This is an optimization exercise on Yosys and OpenROAD, whose aim is small area and a short achievable clock period, not a production implementation.
Only simulation tests tie the RTL to the original design; equivalence was not proved.
No activity file was given, so power comes from the tool's default toggle rates.

harbor:
## mac
module mac(
  input clk,
  input rst,
  input signed [7:0] in_a,
  input signed [7:0] in_b,
  output logic signed [15:0] out);
Settings: LEC_CHECK=0, CAP_MARGIN=20, CORE_MARGIN=2, CORE_UTILIZATION=40, SETUP_SLACK_MARGIN=1.4, SLEW_MARGIN=20; clock period 4.2 ns.
standard.sh (not shown) runs the stock make flow with config.mk's settings and CLKGATE_MAP_FILE= SYNTH_SCRIPT=/design/flow/synth_recipe.tcl, a recipe that flattens the netlist after the stock synthesis.
==> flow/flow/run.sh <==
#!/bin/bash
# The standard layout flow (standard.sh), with these make variables:
# - SYNTH_ARGS=-noabc: Yosys's synth skips its early abc -fast, so the full
#   adders written out in the RTL reach extract_fa without added inverters
#   (the final abc mapping still runs).
# - SYNTH_OPERATIONS_ARGS=-nofsm: replaces the default Kogge-Stone extra map
#   for $lcu with nothing (-nofsm is already set), so + uses Yosys's own
#   Brent-Kung carry network, which is smaller.
# - BUFFER_PORTS_ARGS: the port buffers are buf_1 cells (repair still upsizes
#   them where timing needs it).
set -e
export FLOW_SIZER_TCL="$PWD/flow/sizer.tcl"
export FLOW_PINS_TCL="$PWD/flow/pins.tcl"
export POST_GLOBAL_ROUTE_TCL="$PWD/flow/post_grt.tcl"
bash standard.sh SYNTH_ARGS=-noabc SYNTH_OPERATIONS_ARGS=-nofsm "BUFFER_PORTS_ARGS=-buffer_cell sky130_fd_sc_hd__buf_1" "CTS_ARGS=-sink_clustering_enable -repair_clock_nets -dont_use_dummy_load" finish > standard.log 2>&1
==> flow/flow/pins.tcl <==
proc sz_setpins {inst pins nets} {
  foreach p $pins n $nets {
    set it [$inst findITerm $p]
    $it disconnect
  }
  foreach p $pins n $nets {
    set it [$inst findITerm $p]
    $it connect $n
  }
  estimate_parasitics $::sz_est
}
proc sz_perms {l} {
  if {[llength $l] <= 1} { return [list $l] }
  set out {}
  foreach x $l {
    set rest [lsearch -all -inline -not -exact $l $x]
    foreach p [sz_perms $rest] { lappend out [concat [list $x] $p] }
  }
  return $out
}
proc sz_pin_run {period passes est} {
  set ::sz_period $period
  set ::sz_est $est
  set ::sz_hold_floor 0.1e-9
  set ::sz_slew0 [expr {min(0.2, [sta::max_slew_check_slack_limit])}]
  set ::sz_cap0 [expr {min(0.2, [sta::max_capacitance_check_slack_limit])}]
  set block [ord::get_db_block]
  puts "pins: start [sz_cost]"
  for {set p 0} {$p < $passes} {incr p} {
    set changed 0
    foreach inst [$block getInsts] {
      set m [[$inst getMaster] getName]
      if {[string match "sky130_fd_sc_hd__fa_*" $m]} {
        set pins {A B CIN}
      } elseif {[string match "sky130_fd_sc_hd__ha_*" $m]} {
        set pins {A B}
      } else continue
      set nets {}
      foreach pn $pins { lappend nets [[$inst findITerm $pn] getNet] }
      if {[lsearch $nets "NULL"] >= 0} continue
      set best [lindex [sz_cost] 0]; set bestn $nets
      foreach perm [lrange [sz_perms $nets] 1 end] {
        sz_setpins $inst $pins $perm
        set c [sz_cost]
        if {[lindex $c 0] < $best * (1 - 1e-5) && [sz_ok]} { set best [lindex $c 0]; set bestn $perm }
      }
      sz_setpins $inst $pins $bestn
      if {$bestn ne $nets} { incr changed }
    }
    puts "pins: pass $p changed $changed [sz_cost]"
    if {$changed == 0} break
  }
}
==> flow/flow/post_grt.tcl <==
source $::env(FLOW_SIZER_TCL)
source $::env(FLOW_PINS_TCL)
set period [expr {$::env(FLOW_PERIOD_NS) * 1e-9}]
log_cmd global_route -start_incremental
sz_pin_run $period 3 -global_routing
sz_run $period 4 -global_routing
sz_pin_run $period 2 -global_routing
log_cmd detailed_placement
log_cmd global_route -end_incremental
check_placement -verbose
log_cmd estimate_parasitics -global_routing
report_worst_slack -max
report_worst_slack -min
report_design_area
write_guides $::env(RESULTS_DIR)/route.guide
==> flow/flow/sizer.tcl <==
proc sz_swap {iname m} {
  replace_cell $iname $m
  estimate_parasitics $::sz_est
}
proc sz_cost {} {
  set a [rsz::design_area]
  set w [sta::worst_slack_cmd max]
  return [list [expr {$a * ($::sz_period - $w)}] $a $w]
}
proc sz_ok {} {
  if {[sta::worst_slack_cmd min] < $::sz_hold_floor} { return 0 }
  if {[sta::max_slew_check_slack_limit] < $::sz_slew0} { return 0 }
  if {[sta::max_capacitance_check_slack_limit] < $::sz_cap0} { return 0 }
  return 1
}
proc sz_run {period passes est} {
  set ::sz_period $period
  set ::sz_est $est
  set ::sz_hold_floor 0.1e-9
  # keep max slew and max capacitance at least 20% inside their limits (as
  # ORFS's SLEW_MARGIN and CAP_MARGIN do), or no worse than at the start
  set ::sz_slew0 [expr {min(0.2, [sta::max_slew_check_slack_limit])}]
  set ::sz_cap0 [expr {min(0.2, [sta::max_capacitance_check_slack_limit])}]
  set block [ord::get_db_block]
  set db [ord::get_db]
  # families: master name without the trailing _N drive suffix
  array set fam {}
  foreach lib [$db getLibs] {
    foreach m [$lib getMasters] {
      set n [$m getName]
      if {[regexp {^(sky130_fd_sc_hd__[a-z0-9]+)_([0-9]+)$} $n -> base d]} {
        if {[llength [get_lib_cells -quiet */$n]] == 0} continue
        if {[get_property [get_lib_cells */$n] dont_use]} continue
        lappend fam($base) $n
      }
    }
  }
  set c0 [sz_cost]
  
  for {set p 0} {$p < $passes} {incr p} {
    set changed 0
    foreach inst [$block getInsts] {
      set iname [$inst getName]
      set mname [[$inst getMaster] getName]
      if {[string match "clkbuf_*" $iname] || [string match "clkload*" $iname]} continue
      if {![regexp {^(sky130_fd_sc_hd__[a-z0-9]+)_([0-9]+)$} $mname -> base d]} continue
      if {![info exists fam($base)]} continue
      if {[string match "*tap*" $base] || [string match "*fill*" $base] || [string match "*decap*" $base]} continue
      set best [lindex [sz_cost] 0]
      set bestm $mname
      foreach alt $fam($base) {
        if {$alt eq $mname} continue
        sz_swap $iname $alt
        set c [sz_cost]
        if {[lindex $c 0] < $best * (1 - 1e-5) && [sz_ok]} {
          set best [lindex $c 0]; set bestm $alt
        }
        sz_swap $iname $mname
      }
      if {$bestm ne $mname} { sz_swap $iname $bestm; incr changed }
    }
    set c [sz_cost]
    
    if {$changed == 0} break
  }
}
[inputs] fjord vs harbor
- SETUP_SLACK_MARGIN now 0.8, was 1.4
diff --git a/flow/flow/run.sh b/flow/flow/run.sh
--- a/flow/flow/run.sh
+++ b/flow/flow/run.sh
@@ -12,3 +12,2 @@
 export FLOW_SIZER_TCL="$PWD/flow/sizer.tcl"
-export FLOW_PINS_TCL="$PWD/flow/pins.tcl"
 export POST_GLOBAL_ROUTE_TCL="$PWD/flow/post_grt.tcl"
==> flow/flow/post_grt.tcl <==
# Runs at the end of ORFS's global route step (POST_GLOBAL_ROUTE_TCL hook):
# resize cells with the greedy sizer in sizer.tcl, then legalize, update the
# global routing and parasitics, and write the route guides again, as ORFS
# does after its own timing repair in this step.
source $::env(FLOW_SIZER_TCL)
sz_run [expr {$::env(FLOW_PERIOD_NS) * 1e-9}] 6 -global_routing
log_cmd global_route -start_incremental
log_cmd detailed_placement
log_cmd global_route -end_incremental
check_placement -verbose
log_cmd estimate_parasitics -global_routing
report_worst_slack -max
report_worst_slack -min
report_design_area
write_guides $::env(RESULTS_DIR)/route.guide
removed: flow/flow/pins.tcl
==> summary.txt <==
Across harbor and fjord, none had a timing, DRC or antenna violation. The final instance area of fjord falls short of that of harbor by 3.1%. In the tables for harbor and fjord, total power reads lower with fjord. Post-cts sizing count: harbor and fjord compared, lower one is fjord. Min final worst setup slack across harbor and fjord: fjord. Of the two values seen for critical path capture point, row1[9]$_DFF_P_ was produced by fjord and row1[8]$_DFF_P_ by harbor. In fjord relative to harbor, routability congestion estimate from global placement had gone down by a few percent. fjord vs. harbor: layout-stage area growth over the synthesis result decreased by 3.6 points relative to the old numbers; maximum number of pins on one net before global-route repair has remained practically unchanged. Power share of the clock group for fjord is higher than for harbor. Relative max-transition margin for fjord is lower than for harbor. From harbor to fjord, maximum fanout along the worst path did not move at all.
Modified inputs, amber compared to fjord
- changing SETUP_SLACK_MARGIN from 0.8 to 1.4
diff --git a/flow/flow/post_grt.tcl b/flow/flow/post_grt.tcl
--- a/flow/flow/post_grt.tcl
+++ b/flow/flow/post_grt.tcl
@@ -5,3 +5,3 @@
 source $::env(FLOW_SIZER_TCL)
-sz_run [expr {$::env(FLOW_PERIOD_NS) * 1e-9}] 6 -global_routing
+sz_run [expr {$::env(FLOW_PERIOD_NS) * 1e-9}] 6
 log_cmd global_route -start_incremental
@@ -9,2 +9,5 @@
 log_cmd global_route -end_incremental
+log_cmd estimate_parasitics -global_routing
+log_cmd repair_design -slew_margin 20 -cap_margin 20
+log_cmd detailed_placement
 check_placement -verbose
diff --git a/flow/flow/sizer.tcl b/flow/flow/sizer.tcl
--- a/flow/flow/sizer.tcl
+++ b/flow/flow/sizer.tcl
@@ -1,5 +1 @@
-proc sz_swap {iname m} {
-  replace_cell $iname $m
-  estimate_parasitics $::sz_est
-}
 proc sz_cost {} {
@@ -11,14 +7,11 @@
   if {[sta::worst_slack_cmd min] < $::sz_hold_floor} { return 0 }
-  if {[sta::max_slew_check_slack_limit] < $::sz_slew0} { return 0 }
-  if {[sta::max_capacitance_check_slack_limit] < $::sz_cap0} { return 0 }
+  if {[sta::max_slew_violation_count] > $::sz_slew0} { return 0 }
+  if {[sta::max_capacitance_violation_count] > $::sz_cap0} { return 0 }
   return 1
 }
-proc sz_run {period passes est} {
+proc sz_run {period passes} {
   set ::sz_period $period
-  set ::sz_est $est
   set ::sz_hold_floor 0.1e-9
-  # keep max slew and max capacitance at least 20% inside their limits (as
-  # ORFS's SLEW_MARGIN and CAP_MARGIN do), or no worse than at the start
-  set ::sz_slew0 [expr {min(0.2, [sta::max_slew_check_slack_limit])}]
-  set ::sz_cap0 [expr {min(0.2, [sta::max_capacitance_check_slack_limit])}]
+  set ::sz_slew0 [sta::max_slew_violation_count]
+  set ::sz_cap0 [sta::max_capacitance_violation_count]
   set block [ord::get_db_block]
@@ -52,3 +45,3 @@
         if {$alt eq $mname} continue
-        sz_swap $iname $alt
+        replace_cell $iname $alt
         set c [sz_cost]
@@ -57,5 +50,5 @@
         }
-        sz_swap $iname $mname
+        replace_cell $iname $mname
       }
-      if {$bestm ne $mname} { sz_swap $iname $bestm; incr changed }
+      if {$bestm ne $mname} { replace_cell $iname $bestm; incr changed }
     }
Findings:
amber did not make it past 5_1_grt, where a tool error ended it. Vertical die dimension essentially unchanged between amber and fjord. fjord -> amber: total placed instance area increased slightly. fjord → amber: final weighted congestion in routability-driven placement grew by about 6.5%; post-synthesis instance area did not really move. amber against fjord: synthesized cell count has remained practically unchanged, quantity of gates resized following cts rose 13.
#### Input delta (violet over amber)
- a change of SETUP_SLACK_MARGIN from 1.4 to 1.1
diff --git a/flow/flow/post_grt.tcl b/flow/flow/post_grt.tcl
--- a/flow/flow/post_grt.tcl
+++ b/flow/flow/post_grt.tcl
@@ -5,3 +5,3 @@
 source $::env(FLOW_SIZER_TCL)
-sz_run [expr {$::env(FLOW_PERIOD_NS) * 1e-9}] 6
+sz_run [expr {$::env(FLOW_PERIOD_NS) * 1e-9}] 6 -global_routing
 log_cmd global_route -start_incremental
@@ -9,5 +9,2 @@
 log_cmd global_route -end_incremental
-log_cmd estimate_parasitics -global_routing
-log_cmd repair_design -slew_margin 20 -cap_margin 20
-log_cmd detailed_placement
 check_placement -verbose
diff --git a/flow/flow/sizer.tcl b/flow/flow/sizer.tcl
--- a/flow/flow/sizer.tcl
+++ b/flow/flow/sizer.tcl
@@ -1 +1,5 @@
+proc sz_swap {iname m} {
+  replace_cell $iname $m
+  estimate_parasitics $::sz_est
+}
 proc sz_cost {} {
@@ -7,11 +11,14 @@
   if {[sta::worst_slack_cmd min] < $::sz_hold_floor} { return 0 }
-  if {[sta::max_slew_violation_count] > $::sz_slew0} { return 0 }
-  if {[sta::max_capacitance_violation_count] > $::sz_cap0} { return 0 }
+  if {[sta::max_slew_check_slack_limit] < $::sz_slew0} { return 0 }
+  if {[sta::max_capacitance_check_slack_limit] < $::sz_cap0} { return 0 }
   return 1
 }
-proc sz_run {period passes} {
+proc sz_run {period passes est} {
   set ::sz_period $period
+  set ::sz_est $est
   set ::sz_hold_floor 0.1e-9
-  set ::sz_slew0 [sta::max_slew_violation_count]
-  set ::sz_cap0 [sta::max_capacitance_violation_count]
+  # keep max slew and max capacitance at least 20% inside their limits (as
+  # ORFS's SLEW_MARGIN and CAP_MARGIN do), or no worse than at the start
+  set ::sz_slew0 [expr {min(0.2, [sta::max_slew_check_slack_limit])}]
+  set ::sz_cap0 [expr {min(0.2, [sta::max_capacitance_check_slack_limit])}]
   set block [ord::get_db_block]
@@ -45,3 +52,3 @@
         if {$alt eq $mname} continue
-        replace_cell $iname $alt
+        sz_swap $iname $alt
         set c [sz_cost]
@@ -50,5 +57,5 @@
         }
-        replace_cell $iname $mname
+        sz_swap $iname $mname
       }
-      if {$bestm ne $mname} { replace_cell $iname $bestm; incr changed }
+      if {$bestm ne $mname} { sz_swap $iname $bestm; incr changed }
     }
Findings:
Count of instances resized after the clock tree is built was higher in the run labelled amber.
Comparing the two runs side by side, violet comes out behind amber on pre-CTS setup slack.
violet against amber: post-place instance area dropped 30 um^2, synthesized instance count barely changed.
Taking amber as the reference, in violet final HPWL from detailed placement shrank by 4.1%; number of setup buffers added after CTS flat; synthesized area did not really move; number of enable flip-flop cells after synthesis flat; maximum count of clock buffers along a single path held steady.
Between violet and amber, the fraction of the mapped netlist area in compound gates figures differ only marginally.
violet went all the way through synthesis, placement and routing and the layout is clean on timing, DRC and antenna.
As the logs show, amber stopped at 5_1_grt after a tool error, so it never reached the end of the flow.

[static timing again, ports no longer ideal]
No port has a modelled driver above. Below, the same layouts with a new extraction and two added sets of constraints. Step 1 sets driving cells, clkbuf_16 on the clock port and buf_2 on the other inputs (assumed; they add their load-dependent delay and slew). Step 2 times the ports against the registers' clock, not the clock port: input delays grow and output delays shrink by t, the midpoint of the rising clock arrivals with the driver on. Three values: no drivers, after step 1, after step 2; two values: the first two.
run	shift t [ns]	slack for setup (ns)	hold slack, ns	worst setup path after step 2	clock arrival spread, ns
harbor	0.301	1.412 / 1.422 / 1.120	0.516 / 0.516 / 0.516	input to register	0.012 / 0.013
fjord	0.307	1.294 / 1.300 / 0.993	0.535 / 0.535 / 0.535	input to register	0.008 / 0.008
violet	0.307	1.294 / 1.300 / 0.993	0.535 / 0.535 / 0.535	input to register	0.008 / 0.008
After both steps every run listed still meets setup and hold.
